Background: an optimization exercise with open tools, aiming at small area. Do not read the settings as production practice.
Only simulation tests tie the RTL to the original design; equivalence was not proved.

==> design/flow/design.v <==
module median_filter_resource_optimized
(
    input                ck100m,
    input                srst_n,
    input                enable,
    input        [15:0]  in,
    output               out_enable,
    output reg   [15:0]  out
);
    localparam int NT = 7;              
    localparam int L  = 17;             
    reg [15:0] win  [0:9];
    reg [15:0] tail [0:NT-1];            
    reg [1:0]  lane [0:9];               
    reg [L-1:0] cand;
    reg [3:0]  m;
    reg [3:0]  nval;                     
    reg [6:0]  q;                        
    wire idle = ~q[6] & ~q[1];           
    assign out_enable = ~q[1] & q[0];    
    wire s12  = ~q[2] & q[1];            
    logic [7:0] sel;                     
    logic [7:0] nsel;                    
    logic nidle;                         
    always_comb begin
        sel[0] = idle;
        for (int j = 1; j < 7; j++) sel[j] = q[7-j] & ~q[6-j];
        sel[7] = q[6] & q[0];
        nidle = (idle & ~enable) | s12;
        nsel[0] = nidle;
        nsel[1] = idle & enable;
        for (int j = 2; j < 8; j++) nsel[j] = sel[j-1];
    end
    logic [3:0] nval_next;
    always_comb nval_next = nval + {3'd0, enable && nval != 4'd10};
    always @(posedge ck100m or negedge srst_n) begin
        if (~srst_n) begin
            q    <= 7'd0;
            nval <= 4'd0;
        end else begin
            q    <= {idle ? enable : ~q[0], q[6:1]};
            nval <= nval_next;
        end
    end
    logic [15:0] w9sh;
    always_comb begin
        w9sh = '0;
        for (int j = 0; j < 7; j++)
            if (sel[j]) w9sh = w9sh | (win[9] << (2*j + 2));
    end
    logic [1:0] xw [0:9];
    logic [1:0] xin;
    always_comb begin
        for (int n = 0; n < 10; n++) begin
            xw[n] = 2'b00;
            for (int j = 0; j < 8; j++)
                if (nsel[j]) xw[n] = xw[n] | win[n][15-2*j -: 2];
        end
        xin = nidle ? in[15:14] : in[13:12];
    end
    always @(posedge ck100m) begin
        if (enable) begin
            win[0]  <= in;
            lane[0] <= xin;
            for (int i = 1; i < 10; i++) begin
                win[i]  <= win[i-1];
                lane[i] <= xw[i-1];
            end
        end else begin
            for (int i = 0; i < 10; i++) lane[i] <= xw[i];
        end
        tail[0][15:2] <= w9sh[15:2];
        for (int t = 1; t < NT; t++)
            for (int b = 2 + 2*t; b < 16; b++) tail[t][b] <= tail[t-1][b-2];
    end
    function automatic [3:0] tsum(input [17:0] x, input [3:0] m);
        logic t1, t2, t3, t4, t5, t6, t7, t8, t9, t10, t11, t12, t13, t14, t15, t16, t17, t18, t19, t20, t21, t22, t23, t24, t25, t26, t27, t28, t29, t30, t31, t32, g0, g1, g2, p0, p1, p2, c1, c2, c3;
        t1 = m[0] ^ x[0] ^ x[10]; t2 = (m[0] & x[0]) | (m[0] & x[10]) | (x[0] & x[10]);
        t3 = x[11] ^ x[12] ^ x[13]; t4 = (x[11] & x[12]) | (x[11] & x[13]) | (x[12] & x[13]);
        t5 = x[14] ^ x[15] ^ x[16]; t6 = (x[14] & x[15]) | (x[14] & x[16]) | (x[15] & x[16]);
        t7 = x[1] ^ x[2] ^ x[3]; t8 = (x[1] & x[2]) | (x[1] & x[3]) | (x[2] & x[3]);
        t9 = x[4] ^ x[5] ^ x[6]; t10 = (x[4] & x[5]) | (x[4] & x[6]) | (x[5] & x[6]);
        t11 = x[7] ^ x[8] ^ x[9]; t12 = (x[7] & x[8]) | (x[7] & x[9]) | (x[8] & x[9]);
        t13 = t1 ^ t11 ^ t3; t14 = (t1 & t11) | (t1 & t3) | (t11 & t3);
        t15 = t5 ^ t7 ^ t9; t16 = (t5 & t7) | (t5 & t9) | (t7 & t9);
        t17 = t13 ^ t15 ^ x[17]; t18 = (t13 & t15) | (t13 & x[17]) | (t15 & x[17]);
        t19 = m[1] ^ t10 ^ t12; t20 = (m[1] & t10) | (m[1] & t12) | (t10 & t12);
        t21 = t2 ^ t4 ^ t6; t22 = (t2 & t4) | (t2 & t6) | (t4 & t6);
        t23 = t8 ^ t14 ^ t16; t24 = (t8 & t14) | (t8 & t16) | (t14 & t16);
        t25 = t19 ^ t21 ^ t23; t26 = (t19 & t21) | (t19 & t23) | (t21 & t23);
        t27 = m[2] ^ t20 ^ t22; t28 = (m[2] & t20) | (m[2] & t22) | (t20 & t22);
        t29 = t24 ^ t27 ^ t26; t30 = (t24 & t27) | (t24 & t26) | (t27 & t26);
        t31 = m[3] ^ t28 ^ t30; t32 = (m[3] & t28) | (m[3] & t30) | (t28 & t30);
        g0 = t17 & 1'b0; p0 = t17 ^ 1'b0;
        g1 = t18 & t25; p1 = t18 ^ t25;
        g2 = t29 & 1'b0; p2 = t29 ^ 1'b0;
        c1 = g0; c2 = g1 | (p1 & g0); c3 = g2 | (p2 & g1) | (p2 & p1 & g0);
        tsum = {c3 | t31 | t32, p2 ^ c2, p1 ^ c1, p0};
    endfunction
    logic [1:0] ln [0:L];
    logic [L:0] cc, lt1, lt2, lt3, c_new;
    logic [3:0] s1, s2, s3, m_new;
    logic [1:0] d;
    always_comb begin
        for (int n = 0; n < 10; n++) ln[n] = lane[n];
        for (int t = 0; t < NT; t++) ln[10+t] = tail[t][15:14];
        ln[L] = in[15:14];
        cc = {idle, cand};
        for (int n = 0; n <= L; n++) begin
            lt1[n] = cc[n] & ~ln[n][1] & ~ln[n][0];
            lt2[n] = cc[n] & ~ln[n][1];
            lt3[n] = cc[n] & ~(ln[n][1] & ln[n][0]);
        end
        s1 = tsum(lt1, m);
        s2 = tsum(lt2, m);
        s3 = tsum(lt3, m);
        if (!s3[3])      begin d = 2'd3; m_new = s3; end
        else if (!s2[3]) begin d = 2'd2; m_new = s2; end
        else if (!s1[3]) begin d = 2'd1; m_new = s1; end
        else             begin d = 2'd0; m_new = m; end
        for (int n = 0; n <= L; n++) c_new[n] = cc[n] & (ln[n] == d);
    end
    always @(posedge ck100m or negedge srst_n) begin
        if (~srst_n) begin
            cand <= '0;
            m    <= 4'd12;
        end else if (nidle) begin
            for (int n = 0; n < L; n++) cand[n] <= (n < 10) && (n < nval_next);
            m <= 4'd12 - nval_next;
        end else begin
            m <= m_new;
            cand[9:0]    <= enable ? {c_new[8:0], c_new[L]} : c_new[9:0];
            cand[10]     <= enable & c_new[9];
            cand[L-1:11] <= c_new[L-2:10];
        end
    end
    always @(posedge ck100m) begin
        for (int j = 0; j < 8; j++)
            if (sel[j]) out[15-2*j -: 2] <= d;
    end
endmodule
==> design/flow/flow/run.sh <==
#!/bin/bash
# The standard layout (standard.sh), with two changes:
#  - the port buffers are sky130_fd_sc_hd__buf_1 rather than the default choice;
#  - clock tree synthesis inserts no dummy loads and builds the tree from
#    sky130_fd_sc_hd__clkbuf_4, with small sink clusters (at most 9 sinks,
#    35 um across) so that every flip-flop clock pin keeps a fast slew.
# make's full output goes to flow.log in this folder; ORFS keeps each step's log
# under orfs/logs/.
set -euo pipefail
bash standard.sh \
  "BUFFER_PORTS_ARGS=-buffer_cell sky130_fd_sc_hd__buf_1" \
  "CTS_ARGS=-sink_clustering_enable -repair_clock_nets -dont_use_dummy_load -buf_list sky130_fd_sc_hd__clkbuf_4 -sink_clustering_size 9 -sink_clustering_max_diameter 35" \
  finish > flow.log 2>&1
==> design/flow/standard.sh <==
#!/bin/bash
# synth_recipe.tcl (not shown) runs the flow's synth.tcl, then flattens the netlist and writes it again
# the make line also repeats each setting of config.mk as NAME=value (left out here)
make -C /OpenROAD-flow-scripts/flow DESIGN_CONFIG=/design/flow/config.mk WORK_HOME=/design/flow/orfs CLKGATE_MAP_FILE= SYNTH_SCRIPT=/design/flow/synth_recipe.tcl "${@:-finish}"
==> design/flow/config.mk <==
export PLATFORM = sky130hd
export DESIGN_NAME = median_filter_resource_optimized
export DESIGN_NICKNAME = median_filter_resource_optimized
export VERILOG_FILES = /design/flow/design.v
export SDC_FILE = /design/flow/constraint.sdc
export NUM_CORES = 4
export LEC_CHECK = 0
export ABC_AREA = 0
export CAP_MARGIN = 20
export CORE_MARGIN = 2
export CORE_UTILIZATION = 40
export CTS_CLUSTER_DIAMETER = 35
export CTS_CLUSTER_SIZE = 9
export SLEW_MARGIN = 20
==> design/flow/constraint.sdc <==
create_clock -name core_clock -period 5.0 [get_ports {ck100m}]
set_input_delay 1.0000 -clock core_clock [delete_from_list [all_inputs] [get_ports {ck100m}]]
set_output_delay 1.0000 -clock core_clock [all_outputs]
set_load 0.01 [all_outputs]
==> impl_metrics.py, run 1 <==
metrics = {
    "outcome": {
        "status": "timing/DRC/antenna clean",
    },
    "synth": {
        "synthMuxAreaShare_pct": 2.29,
        "syn_inst": 880,
        "synth_edf_count": 176,
        "synth.net_count": 953,
        "synth-adder-area-share_pct": 8.65,
        "yosysSeqAreaShare_pct": 63.7,
        "syn_area_per_cell_um2": 13.6,
        "synth_cell_types": 67,
        "syn_area_um2": 12000,
        "synth_seq_cells": 284,
        "synth-simple-area-share_pct": 9.63,
        "ys_warn_count": 6,
        "synth_compound_area_share_pct": 10.0,
        "synth_top_family_by_area": "compound AO/OA/AOI/OAI gates",
        "synthArstFlopShare_pct": 11.3,
        "synth_xor_area_share_pct": 2.40,
        "synth_ff_type": "edfxtp_1",
    },
    "clock_tree": {
        "insertion_delay_ps": 670,
        "cts_buffers": 44,
        "cts_max_level": 2,
        "cts.path.max_buffers": 3,
        "clock_sinks": 284,
        "clk_pin_slew_ps": 100,
        "cts_tree": "built",
        "cts_root_buffer": "clkbuf_4",
        "holdBufCountCts": 0,
    },
    "layout": {
        "syn_to_final_growth_pct": 8.60,
        "nets": 1022,
        "layout.cells.non_filler": 1338,
        "fin_area_um2": 13000,
        "num-fill-cells": 2738,
        "final_layout_size_suffix_gt1_share_pct": 10.8,
    },
    "floorplanning": {
        "dieArea_um2": 31300,
        "io_pins": 36,
        "die_height_um": 177,
        "core_area_um2": 29600,
        "die_w_um": 177,
        "start_util_pct": 40.4,
        "fp-row-count": 63,
    },
    "place": {
        "place_congestion": 0.855,
        "port_buffers": 35,
        "dp_cells": 1289,
        "pre_cts_ws_ps": 91.2,
        "placed_cell_area_um2": 12600,
        "place_hpwl_um": 17500,
    },
    "routing": {
        "first_pass_iters": 7,
        "wl_per_cell_um": 18.7,
        "wirelength_um": 25000,
        "drtIter0Drc": 597,
        "drc_errors": 0,
        "drt.antenna.violating_nets": 0,
        "vias": 7095,
        "via_per_inst": 5.30,
    },
    "timing": {
        "period_needed_ps": 4800,
        "maxSlewHeadroom_pct": 36.7,
        "finalHoldViolCount": 0,
        "holdWs_ps": 287,
        "max_slew.worst_pin.slew_ps": 945,
        "worst_slack_ps": 204,
        "finalClockSkew_ps": 128,
        "setup_viol": 0,
        "post-route-period-util_pct": 95.9,
        "max_freq_mhz": 208,
        "drv_slew": 0,
    },
    "global_route": {
        "antenna_found_initial": 1,
        "grt_use_met2_pct": 27.1,
        "gr-usage-met3_pct": 2.96,
        "grt_max_degree": 92,
        "grt_pass1_vias": 7152,
        "grt_pass1_wl_um": 39200,
        "grt_use_met1_pct": 21.8,
        "grt_usage_pct": 16.4,
        "busiest_layer": "met2",
        "grt_overflow": 0,
    },
    "run": {
        "max_cap_viol_count": 0,
    },
    "setup_path": {
        "cp.required_ps": 5520,
        "crit_family": "adder cells",
        "critPathMaxFanout": 6,
        "r2r-start": "lane[0][1]$_DFF_P_",
        "max_stage_delay_ps": 540,
        "arrival_ps": 5320,
        "critPathBufInv": 4,
        "reg2reg_slack_ps": 200,
        "worstRegToRegCells": 16,
        "path_common_cell": "fa_1",
        "worstSetupPathType": "flip-flop to flip-flop",
        "rr_endpoint": "cand[8]$_DFF_PN0_",
        "cp_slowest_cell": "fa_1",
        "setup.worst_path.end_class": "flip-flop",
        "crit_chain": "nand2b_1, or2_2, fa_1, fa_1, inv_1, fa_1, inv_1, fa_1, fa_1, inv_1, fa_1, nor3_4, buf_4, xor2_1, o22ai_1, a311o_1",
        "cp-start-kind": "flip-flop",
    },
    "min_path": {
        "hold_path_end": "tail[1][12]$_DFF_P_",
        "hp-start": "tail[0][10]$_DFF_P_",
        "hold_class": "flip-flop to flip-flop",
        "hold_path_depth": 0,
    },
}
-- cells in the mapped netlist (9+ instances only) --
| cell type | n | area share (%) |
|---|---|---|
| xor2_1 | 19 | 1.4 |
| nand3_1 | 31 | 1.3 |
| buf_2 | 22 | 0.92 |
| a21oi_1 | 26 | 1.1 |
| a21boi_0 | 9 | 0.57 |
| inv_1 | 56 | 1.8 |
| fa_1 | 45 | 7.5 |
| nor2b_1 | 15 | 0.79 |
| edfxtp_1 | 176 | 44 |
| mux2i_1 | 24 | 2.0 |
| xnor2_1 | 11 | 0.81 |
| a22oi_1 | 41 | 2.6 |
| dfxtp_1 | 76 | 13 |
| nand2_1 | 75 | 2.4 |
| nor3_1 | 12 | 0.50 |
| ha_1 | 9 | 0.94 |
| o21ai_0 | 22 | 0.92 |
| or2_2 | 9 | 0.47 |
| nand3b_1 | 13 | 0.82 |
| a222oi_1 | 13 | 1.1 |
| nand2b_1 | 14 | 0.73 |
| dfrtp_1 | 30 | 6.3 |
| nor2_1 | 23 | 0.72 |
-- cell families after synthesis --
family,Yosys count
DFF,284
and+or+nand+nor,224
AOI/OAI and AO/OA,163
buffers and inverters,95
adders and majority gates,56
xor gates and xnor gates,31
muxes,27
-- sequential cells by signal (all words and copies together), names as in the netlist --
signal and flops:
win 160, nval 4, lane 20, out 16
tail 56, m 4, cand 17, q 7
-- timing repair --
action / 4_1_cts / 5_1_grt
gates resized for setup: 0 / 8
buffers inserted: 0 / 2
setup endpoints to repair: 0 / 14
-- how the worst max path moves through the flow --
stage / startpoint / end / depth (start not counted)
6_report: lane[0][1]$_DFF_P_ / cand[8]$_DFF_PN0_ / 16
2_1_floorplan: lane[0][1]$_DFF_P_ / cand[8]$_DFF_PN0_ / 16
5_1_grt: lane[7][1]$_DFF_P_ / cand[16]$_DFF_PN0_ / 19
3_3_place_gp: lane[0][1]$_DFF_P_ / cand[2]$_DFF_PN0_ / 17
3_5_place_dp: lane[0][1]$_DFF_P_ / cand[1]$_DFF_PN0_ / 17
4_1_cts: lane[0][1]$_DFF_P_ / cand[16]$_DFF_PN0_ / 18
-- cell usage in the layout (no fill, tap or decap), drive strengths merged, types with 5 or more instances in the layout --
cell type and instances:
nand2b 14, o22ai 5, ha 9, fa 45, a222oi 13, mux2i 24
a22oi 41, xor2 19, edfxtp 176, a21boi 9, dfxtp 76, clkbuf 46
nor2b 15, nand3 31, nor3 15, or2 10, or3 5, xnor2 11
nor2 24, dfrtp 30, o21ai 24, buf 59, o211ai 5, nand2 75
inv 56, nand3b 13, a22o 6, a21oi 26
-- layer usage --
metal  vias up  part of all wire [%]
met5         -                     0
met4         0                   2.5
met3        48                   4.8
met2       197                    47
met1      3503                    46
li1       3347                     -
-- metrics by stage --
step                setup TNS (ps)  util, %
floorplan                        0        -
global placement                 0     42.6
detailed placement               0     42.6
CTS                              0     43.7
global route                 -15.5     43.9
finish                           0     43.9
-- area by class of cell --
class | count | area, um2 | share of cell area, %
antenna | 1 | 2.50 | 0.0193
clock buffer | 44 | 330 | 2.54
multi-input combinational | 501 | 3980 | 30.7
inverter | 57 | 214 | 1.65
sequential | 284 | 7610 | 58.6
timing repair buffer | 61 | 355 | 2.74
tap | 390 | 488 | 3.76
==> run 2, diff against run 1 <==
--- a/design/flow/config.mk
+++ b/design/flow/config.mk
@@ -5,7 +5,7 @@
 export SDC_FILE = /design/flow/constraint.sdc
 export NUM_CORES = 4
 export LEC_CHECK = 0
-export ABC_AREA = 0
+export ABC_AREA = 1
 export CAP_MARGIN = 20
 export CORE_MARGIN = 2
 export CORE_UTILIZATION = 40
==> run 2 against run 1 <==
  * Still clean
  * Setup slack improved by 170 ps
  * Highest routed layer unchanged
  * Core utilization is 0.22 points lower
  * Synthesized cell count is 26% higher
  * Sequential cell count unchanged
  * Sequential share of layout area grew 0.14 points
  * Register-to-register slack improved by 170 ps
==> impl_metrics.py, run 2 <==
metrics = {
    "place": {
        "port_buffers": 35,
        "pre_cts_ws_ps": 436,
        "place_hpwl_um": 17300,
        "placed_cell_area_um2": 12600,
        "place_congestion": 0.851,
    },
    "synth": {
        "synth_cell_types": 37,
        "synth.net_count": 1183,
        "synth_edf_count": 176,
        "syn_area_per_cell_um2": 10.9,
        "yosys.area.top_type": "edfxtp_1",
        "ys_warn_count": 6,
        "synthArstFlopShare_pct": 11.3,
        "synth_ff_type": "edfxtp_1",
        "synth_common_cells": "nand2_1 (315), edfxtp_1 (176), inv_1 (128), dfxtp_1 (76), nand3_1 (72)",
        "yosysSeqAreaShare_pct": 63.1,
        "yosysMostFrequentCell": "nand2_1",
        "yosys-top-cells-area": "edfxtp_1 (44%), dfxtp_1 (13%), nand2_1 (9.8%)",
        "synth_seq_cells": 284,
        "syn_area_um2": 12100,
        "syn_inst": 1110,
        "yosysTopAreaCellShare_pct": 43.8,
    },
    "layout": {
        "final_layout_size_suffix_gt1_share_pct": 7.17,
        "regArea_um2": 7610,
        "top_register": "win",
        "multi_input_area_um2": 3770,
        "utilization_pct": 43.7,
        "final_cell_mix": "nand2_1 (315), edfxtp_1 (176), inv_1 (128)",
        "final_common_cell": "nand2_1",
        "syn_to_final_growth_pct": 7.42,
        "num-fill-cells": 2845,
        "reg.largest.list": "win x160, tail x56, lane x20",
        "nets": 1246,
        "largest_register_ffs": 160,
        "fin_area_um2": 13000,
    },
    "setup_path": {
        "setup.worst_path.end_class": "flip-flop",
        "cp-start-kind": "flip-flop",
        "cp.required_ps": 5500,
        "arrival_ps": 5120,
        "critPathMaxFanout": 26,
        "cp_slowest_cell": "fa_1",
        "max_stage_delay_ps": 540,
        "worstSetupPathType": "flip-flop to flip-flop",
        "path_common_cell": "fa_1",
        "crit_chain": "inv_1, o21ai_0, fa_1, fa_1, fa_1, fa_1, inv_1, fa_1, fa_1, nor2_1, nand2_2, buf_4, nand3_1, nand2_1, nor2_1, nand4_1, nand3_1",
    },
    "clock_tree": {
        "holdBufCountCts": 0,
        "ctsResizeCount": 0,
        "cts_buffers": 46,
        "cts_root_buffer": "clkbuf_4",
        "clk_pin_slew_ps": 90,
        "cts.path.max_buffers": 3,
        "cts_tree": "built",
        "cts_max_level": 2,
        "clock_sinks": 284,
        "insertion_delay_ps": 690,
        "post_cts_buffers": 0,
    },
    "timing": {
        "fin_setup_tns_ps": 0,
        "finalClockSkew_ps": 98.0,
        "drv_slew": 0,
        "post-route-period-util_pct": 92.5,
        "setup_viol": 0,
        "holdWs_ps": 309,
        "worst_slack_ps": 376,
        "period_needed_ps": 4620,
        "maxSlewHeadroom_pct": 34.7,
        "finalHoldViolCount": 0,
        "max_slew.worst_pin.slew_ps": 978,
        "rsz0062_at_grt": "false",
        "max_freq_mhz": 216,
    },
    "routing": {
        "first_pass_iters": 5,
        "wirelength_um": 24800,
        "drc_errors": 0,
        "vias": 7646,
        "wl_per_cell_um": 15.9,
        "drt.antenna.violating_nets": 0,
        "via_per_inst": 4.90,
        "drtIter0Drc": 524,
    },
    "global_route": {
        "antenna_found_initial": 1,
        "grt_pass1_wl_um": 39600,
        "grt_usage_pct": 16.4,
        "grt_pass1_vias": 7659,
        "grt_max_degree": 175,
        "grt_overflow": 0,
    },
    "floorplanning": {
        "die_w_um": 178,
        "io_pins": 36,
        "fp-row-count": 63,
        "die_height_um": 178,
        "start_util_pct": 40.7,
        "core_area_um2": 29600,
        "dieArea_um2": 31500,
    },
    "run": {
        "max_cap_viol_count": 0,
    },
    "min_path": {
        "hold_class": "flip-flop to flip-flop",
    },
    "outcome": {
        "status": "timing/DRC/antenna clean",
    },
}
-- run 2: metal layers --
metal	GRT usage (%)	vias up	routed length (um)	share of wire, %
met5	0	-	0	0
met4	6.11	0	763	3.1
met3	2.70	54	1240	5.0
met2	27.1	183	11800	47
met1	21.6	3637	11000	44
li1	-	3772	-	-
-- run 2: final timing paths --
path | from | endpoint | slack (ps) | cells after the start
max | lane[0][1]$_DFF_P_ | cand[7]$_DFF_PN0_ | 380 | 17
min | tail[2][13]$_DFF_P_ | tail[3][15]$_DFF_P_ | 310 | 0
max reg2reg | lane[0][1]$_DFF_P_ | cand[7]$_DFF_PN0_ | 380 | 17
min reg2reg | tail[2][13]$_DFF_P_ | tail[3][15]$_DFF_P_ | 310 | 0
max in group asynchronous | srst_n | cand[0]$_DFF_PN0_ | 3840 | 1
min in group asynchronous | srst_n | cand[14]$_DFF_PN0_ | 510 | 1
-- run 2: area by class of cell --
| cell class | count | area share (%) |
|---|---|---|
| Tap cell | 390 | 3.77 |
| Sequential cell | 284 | 58.8 |
| Antenna cell | 1 | 0.0193 |
| Clock buffer | 46 | 2.67 |
| Inverter | 136 | 3.94 |
| Multi-Input combinational cell | 661 | 29.1 |
| Timing Repair Buffer | 44 | 1.70 |
-- run 2: kinds of logic (layout without fill, tap and decap cells) --
group	after synthesis	after routing	synth area share, %
xor gates and xnor gates	10	10	0.726
and+or+nand+nor	507	507	18.0
AOI/OAI and AO/OA	90	90	4.18
other	0	1	0
DFF	284	284	63.1
buffers and inverters	165	226	5.59
adders and majority gates	54	54	8.41
-- run 2: worst max-delay path: cells and delay by family (launching register included) --
kind	cells	cell delay, ps
buffers and inverters	3	410
adders and majority gates	6	2520
DFF	1	420
AOI/OAI and AO/OA	1	270
and+or+nand+nor	7	860
-- run 2: metrics by stage --
stage	instances
floorplan	1110
global placement	1514
detailed placement	1515
CTS	1561
global route	1562
finish	1562
==> run 3, diff against run 2 <==
--- a/design/flow/flow/run.sh
+++ b/design/flow/flow/run.sh
@@ -9,5 +9,5 @@
 set -euo pipefail
 bash standard.sh \
   "BUFFER_PORTS_ARGS=-buffer_cell sky130_fd_sc_hd__buf_1" \
-  "CTS_ARGS=-sink_clustering_enable -repair_clock_nets -dont_use_dummy_load -buf_list sky130_fd_sc_hd__clkbuf_4 -sink_clustering_size 9 -sink_clustering_max_diameter 35" \
+  "CTS_ARGS=-sink_clustering_enable -repair_clock_nets -dont_use_dummy_load -buf_list sky130_fd_sc_hd__clkbuf_2 -sink_clustering_size 6 -sink_clustering_max_diameter 30" \
   finish > flow.log 2>&1
==> run 3 against run 2 <==
  * Critical path depth is 1 higher
  * Hold slack lost 34 ps
  * Final area fell by 0.31%
  * Highest routed layer unchanged
  * Still clean on timing, DRC and antenna
  * Non-clock buffer count did not move
  * Routed wire length is 0.10% higher
  * Global-route usage about the same
  * Via count increased by 0.63%
==> impl_metrics.py, run 3 <==
metrics = {
    "synth": {
        "yosysTopAreaCellShare_pct": 43.8,
        "yosysMostFrequentCell": "nand2_1",
        "yosys-top-cells-area": "edfxtp_1 (44%), dfxtp_1 (13%), nand2_1 (9.8%)",
        "yosysSeqAreaShare_pct": 63.1,
        "synth.net_count": 1183,
        "syn_area_um2": 12100,
        "synth_edf_count": 176,
        "synthArstFlopShare_pct": 11.3,
        "synth_seq_cells": 284,
        "syn_area_per_cell_um2": 10.9,
        "synth_common_cells": "nand2_1 (315), edfxtp_1 (176), inv_1 (128), dfxtp_1 (76), nand3_1 (72)",
        "synth_cell_types": 37,
        "yosys.area.top_type": "edfxtp_1",
        "syn_inst": 1110,
        "synth_ff_type": "edfxtp_1",
        "ys_warn_count": 6,
    },
    "clock_tree": {
        "insertion_delay_ps": 880,
        "cts_root_buffer": "clkbuf_2",
        "cts_tree": "built",
        "cts_buffers": 61,
        "post_cts_buffers": 0,
        "ctsResizeCount": 0,
        "cts_max_level": 2,
        "cts.path.max_buffers": 3,
        "holdBufCountCts": 0,
        "clock_sinks": 284,
        "clk_pin_slew_ps": 110,
    },
    "layout": {
        "final_common_cell": "nand2_1",
        "final_cell_mix": "nand2_1 (315), edfxtp_1 (176), inv_1 (128)",
        "nets": 1261,
        "reg.largest.list": "win x160, tail x56, lane x20",
        "final_layout_size_suffix_gt1_share_pct": 8.35,
        "layout.cells.non_filler": 1577,
        "fin_area_um2": 12900,
        "syn_to_final_growth_pct": 7.09,
        "utilization_pct": 43.6,
        "top_register": "win",
        "largest_register_ffs": 160,
    },
    "global_route": {
        "grt_use_met2_pct": 27.1,
        "grt_overflow": 0,
        "busiest_layer": "met2",
        "grt_max_degree": 175,
        "grt_pass1_vias": 7766,
        "grt_use_met1_pct": 21.6,
        "gr-usage-met3_pct": 2.83,
        "antenna_found_initial": 1,
        "grt_usage_pct": 16.4,
        "grt_pass1_wl_um": 39700,
    },
    "setup_path": {
        "cp.required_ps": 5600,
        "cp-endpoint": "cand[7]$_DFF_PN0_",
        "worstSetupPathType": "flip-flop to flip-flop",
        "crit_family": "adder cells",
        "setup.worst_path.end_class": "flip-flop",
        "crit_start": "cand[14]$_DFF_PN0_",
        "critPathMaxFanout": 25,
        "path_common_cell": "fa_1",
        "worst-path-stages": 18,
        "crit_chain": "inv_1, nor2_1, fa_1, inv_1, fa_1, fa_1, fa_1, inv_1, fa_1, ha_1, nor2_2, nand2_2, nand2_4, nand2_4, nand2_1, nand2_1, nand3_1, nand3_1",
        "rr_endpoint": "cand[7]$_DFF_PN0_",
        "arrival_ps": 5200,
        "critPathBufInv": 3,
        "max_stage_delay_ps": 540,
        "cp-start-kind": "flip-flop",
        "cp_slowest_cell": "fa_1",
        "reg2reg_slack_ps": 390,
        "r2r-start": "cand[14]$_DFF_PN0_",
        "worstRegToRegCells": 18,
    },
    "floorplanning": {
        "die_height_um": 178,
        "die_w_um": 178,
        "io_pins": 36,
        "start_util_pct": 40.7,
        "fp-row-count": 63,
        "core_area_um2": 29600,
        "dieArea_um2": 31500,
    },
    "run": {
        "max_cap_viol_count": 0,
    },
    "routing": {
        "wirelength_um": 24800,
        "drc_errors": 0,
        "vias": 7694,
        "drtIter0Drc": 455,
        "drt.antenna.violating_nets": 0,
        "wl_per_cell_um": 15.7,
        "first_pass_iters": 6,
        "via_per_inst": 4.88,
    },
    "place": {
        "dp_cells": 1515,
        "port_buffers": 35,
        "placed_cell_area_um2": 12600,
        "place_hpwl_um": 17300,
        "place_congestion": 0.851,
    },
    "timing": {
        "finalHoldViolCount": 0,
        "fin_setup_tns_ps": 0,
        "max_slew.worst_pin.slew_ps": 965,
        "finalClockSkew_ps": 168,
        "period_needed_ps": 4610,
        "max_freq_mhz": 217,
        "drv_slew": 0,
        "setup_viol": 0,
        "rsz0062_at_grt": "false",
        "maxSlewHeadroom_pct": 35.6,
        "post-route-period-util_pct": 92.1,
    },
    "min_path": {
        "hold_class": "input port to flip-flop",
        "hold_path_depth": 1,
    },
    "outcome": {
        "status": "timing/DRC/antenna clean",
    },
}
run 3: cell counts after synthesis:
No cell type changed its count.
run 3: metrics by stage:
step	setup slack (ps)	hold slack (ps)
CTS	371	132
detailed placement	436	312
floorplan	894	310
finish	395	274
global route	33.0	117
global placement	491	310
run 3: cell type report:
type	instances	area, um2
antenna	1	2.50
fill	2840	16700
sequential	284	7610
tap	390	488
multi-input combinational	661	3770
clock buffer	61	305
timing repair buffer	44	220
inverter	136	510
run 3: logic make-up after synthesis:
group           synth area share (%)
fa+ha+maj                       8.41
compound gates                  4.18
flops                           63.1
simple gates                    18.0
xor+xnor                       0.726
buf+inv                         5.59
run 3: how the worst min path moves through the flow:
stage                                   from                  end  slack, ps
after floorplan           tail[0][8]$_DFF_P_  tail[1][10]$_DFF_P_        310
after global placement    tail[1][4]$_DFF_P_   tail[2][6]$_DFF_P_        310
after detailed placement  tail[1][7]$_DFF_P_   tail[2][9]$_DFF_P_        310
after CTS                              in[1]  win[0][1]$_DFFE_PP_        130
after global routing                   in[1]  win[0][1]$_DFFE_PP_        120
final                                  in[7]  win[0][7]$_DFFE_PP_        270
run 3: per-layer routing:
| metal | wire length [um] | up-vias |
|---|---|---|
| li1 | - | 3799 |
| met2 | 11900 | 194 |
| met5 | 0 | - |
| met4 | 637 | 0 |
| met3 | 1170 | 47 |
| met1 | 11200 | 3654 |
==> run 4, diff against run 3 <==
--- a/design/flow/flow/run.sh
+++ b/design/flow/flow/run.sh
@@ -9,5 +9,5 @@
 set -euo pipefail
 bash standard.sh \
   "BUFFER_PORTS_ARGS=-buffer_cell sky130_fd_sc_hd__buf_1" \
-  "CTS_ARGS=-sink_clustering_enable -repair_clock_nets -dont_use_dummy_load -buf_list sky130_fd_sc_hd__clkbuf_2 -sink_clustering_size 6 -sink_clustering_max_diameter 30" \
+  "CTS_ARGS=-sink_clustering_enable -repair_clock_nets -dont_use_dummy_load -buf_list sky130_fd_sc_hd__clkbuf_4 -sink_clustering_size 12 -sink_clustering_max_diameter 30" \
   finish > flow.log 2>&1
==> run 4 against run 3 <==
  * Synthesized cell count unchanged
  * Hold slack gained 1.7 ps
  * Highest routed layer unchanged
  * Still clean
==> impl_metrics.py, run 4 <==
metrics = {
    "outcome": {
        "status": "timing/DRC/antenna clean",
    },
    "clock_tree": {
        "cts_max_level": 2,
        "cts_buffers": 51,
        "cts_tree": "built",
        "cts.path.max_buffers": 3,
        "holdBufCountCts": 0,
        "cts_root_buffer": "clkbuf_4",
        "clock_sinks": 284,
        "ctsResizeCount": 0,
        "insertion_delay_ps": 690,
        "clk_pin_slew_ps": 90,
        "post_cts_buffers": 0,
    },
    "routing": {
        "drt.antenna.violating_nets": 0,
        "drc_errors": 0,
        "wirelength_um": 24700,
        "first_pass_iters": 5,
        "drtIter0Drc": 480,
        "wl_per_cell_um": 15.8,
        "via_per_inst": 4.91,
        "vias": 7691,
    },
    "synth": {
        "yosysSeqAreaShare_pct": 63.1,
        "synth_edf_count": 176,
        "synth_seq_cells": 284,
        "yosys-top-cells-area": "edfxtp_1 (44%), dfxtp_1 (13%), nand2_1 (9.8%)",
        "synth.net_count": 1183,
        "syn_area_per_cell_um2": 10.9,
        "ys_warn_count": 6,
        "synthArstFlopShare_pct": 11.3,
        "yosys.area.top_type": "edfxtp_1",
        "syn_area_um2": 12100,
        "synth_ff_type": "edfxtp_1",
        "syn_inst": 1110,
        "yosysTopAreaCellShare_pct": 43.8,
        "synth_common_cells": "nand2_1 (315), edfxtp_1 (176), inv_1 (128), dfxtp_1 (76), nand3_1 (72)",
        "synth_cell_types": 37,
        "yosysMostFrequentCell": "nand2_1",
    },
    "timing": {
        "maxSlewHeadroom_pct": 35.7,
        "finalClockSkew_ps": 89.2,
        "period_needed_ps": 4590,
        "post-route-period-util_pct": 91.8,
        "drv_slew": 0,
        "rsz0062_at_grt": "false",
        "setup_viol": 0,
        "max_freq_mhz": 218,
        "max_slew.worst_pin.slew_ps": 964,
        "fin_setup_tns_ps": 0,
        "finalHoldViolCount": 0,
    },
    "place": {
        "placed_cell_area_um2": 12600,
        "port_buffers": 35,
        "place_congestion": 0.851,
        "place_hpwl_um": 17300,
        "dp_cells": 1515,
    },
    "layout": {
        "top_register": "win",
        "fin_area_um2": 13000,
        "final_common_cell": "nand2_1",
        "final_layout_size_suffix_gt1_share_pct": 7.57,
        "final_cell_mix": "nand2_1 (315), edfxtp_1 (176), inv_1 (128)",
        "largest_register_ffs": 160,
        "layout.cells.non_filler": 1567,
        "nets": 1251,
        "syn_to_final_growth_pct": 7.73,
        "reg.largest.list": "win x160, tail x56, lane x20",
    },
    "floorplanning": {
        "start_util_pct": 40.7,
        "die_w_um": 178,
        "die_height_um": 178,
        "dieArea_um2": 31500,
        "io_pins": 36,
        "fp-row-count": 63,
        "core_area_um2": 29600,
    },
    "min_path": {
        "hp-start": "tail[1][6]$_DFF_P_",
        "hold_path_depth": 0,
        "hold_class": "flip-flop to flip-flop",
        "hold_path_end": "tail[2][8]$_DFF_P_",
    },
    "setup_path": {
        "reg2reg_slack_ps": 410,
        "r2r-start": "cand[14]$_DFF_PN0_",
        "cp.required_ps": 5450,
        "worstRegToRegCells": 18,
        "critPathMaxFanout": 25,
        "arrival_ps": 5040,
        "setup.worst_path.end_class": "flip-flop",
        "worstSetupPathType": "flip-flop to flip-flop",
        "cp-start-kind": "flip-flop",
        "rr_endpoint": "cand[7]$_DFF_PN0_",
    },
    "global_route": {
        "grt_pass1_vias": 7658,
        "antenna_found_initial": 1,
        "grt_max_degree": 175,
        "grt_usage_pct": 16.3,
        "grt_pass1_wl_um": 39500,
        "grt_overflow": 0,
    },
    "run": {
        "max_cap_viol_count": 0,
    },
}
==> run 4: cell counts after synthesis <==
No cell type changed its count.
==> run 4: worst max path at each step <==
| stage | startpoint | to | cells past startpoint |
|---|---|---|---|
| floorplan | lane[0][1]$_DFF_P_ | cand[8]$_DFF_PN0_ | 18 |
| global placement | cand[14]$_DFF_PN0_ | cand[1]$_DFF_PN0_ | 20 |
| detailed placement | cand[14]$_DFF_PN0_ | cand[9]$_DFF_PN0_ | 18 |
| CTS | cand[14]$_DFF_PN0_ | cand[7]$_DFF_PN0_ | 18 |
| global route | cand[14]$_DFF_PN0_ | cand[7]$_DFF_PN0_ | 20 |
| finish | cand[14]$_DFF_PN0_ | cand[7]$_DFF_PN0_ | 18 |
==> run 4: logic make-up after synthesis <==
kind of cell / count (synthesis) / share of synthesized area [%]
flops: 284 / 63.1
fa+ha+maj: 54 / 8.41
compound gates: 90 / 4.18
simple gates: 507 / 18.0
buf+inv: 165 / 5.59
xor+xnor: 10 / 0.726
==> run 4: final cells by class <==
cell class	instances	area, um2
Antenna cell	1	2.50
Clock buffer	51	383
Fill cell	2818	16600
Inverter	136	510
Multi-Input combinational cell	661	3770
Sequential cell	284	7610
Tap cell	390	488
Timing Repair Buffer	44	220
==> run 4: worst max-delay path, stage by stage (launching register included) <==
cell     delay [ps]
dfrtp_1         380
inv_1            70
nor2_1           70
fa_1            530
inv_1            60
fa_1            430
fa_1            450
fa_1            370
inv_1            80
fa_1            410
ha_1            220
nor2_2          180
nand2_2         290
nand2_4         280
nand2_4         240
nand2_1         120
nand2_1          70
nand3_1          80
nand3_1          80
==> run 4: stage by stage <==
| stage | hold WS [ps] | util, % | setup WS (ps) |
|---|---|---|---|
| after floorplan | 310 | - | 894 |
| after global placement | 310 | 42.5 | 491 |
| after detailed placement | 312 | 42.5 | 436 |
| after CTS | 272 | 43.8 | 397 |
| after global routing | 262 | 43.8 | 41.0 |
| final | 276 | 43.8 | 411 |
==> run 4: metal layers <==
layer / track usage [%] / share of wire [%] / vias up
met5: 0 / 0 / -
met4: 5.98 / 2.6 / 0
met3: 2.74 / 5.0 / 45
met2: 27.2 / 48 / 191
met1: 21.4 / 44 / 3674
li1: - / - / 3781

re-timing with driven ports:
The flow's constraints put no driver on any port. The routed layouts listed below were extracted and timed again, unchanged, in two steps. Step 1: set_driving_cell puts a clkbuf_16 on ck100m and a buf_2 on each other input, an assumption about the parent block. Step 2, shift: input delay + t, output delay - t, t = (earliest + latest rising clock arrival at the registers) / 2. This alone moves slack from input paths to output paths. Slacks: ideal ports / drivers / drivers and shift; pairs: ideal ports / drivers.
| run | t (ns) | setup WS [ns] | clock arrival spread, ns |
|---|---|---|---|
| run 1 | 0.656 | 0.204 / 0.204 / 0.204 | 0.142 / 0.142 |
| run 2 | 0.675 | 0.376 / 0.376 / 0.376 | 0.125 / 0.124 |
| run 3 | 0.839 | 0.395 / 0.395 / 0.395 | 0.179 / 0.178 |
| run 4 | 0.674 | 0.411 / 0.411 / 0.411 | 0.119 / 0.120 |
After both steps setup and hold are still met in every run listed.
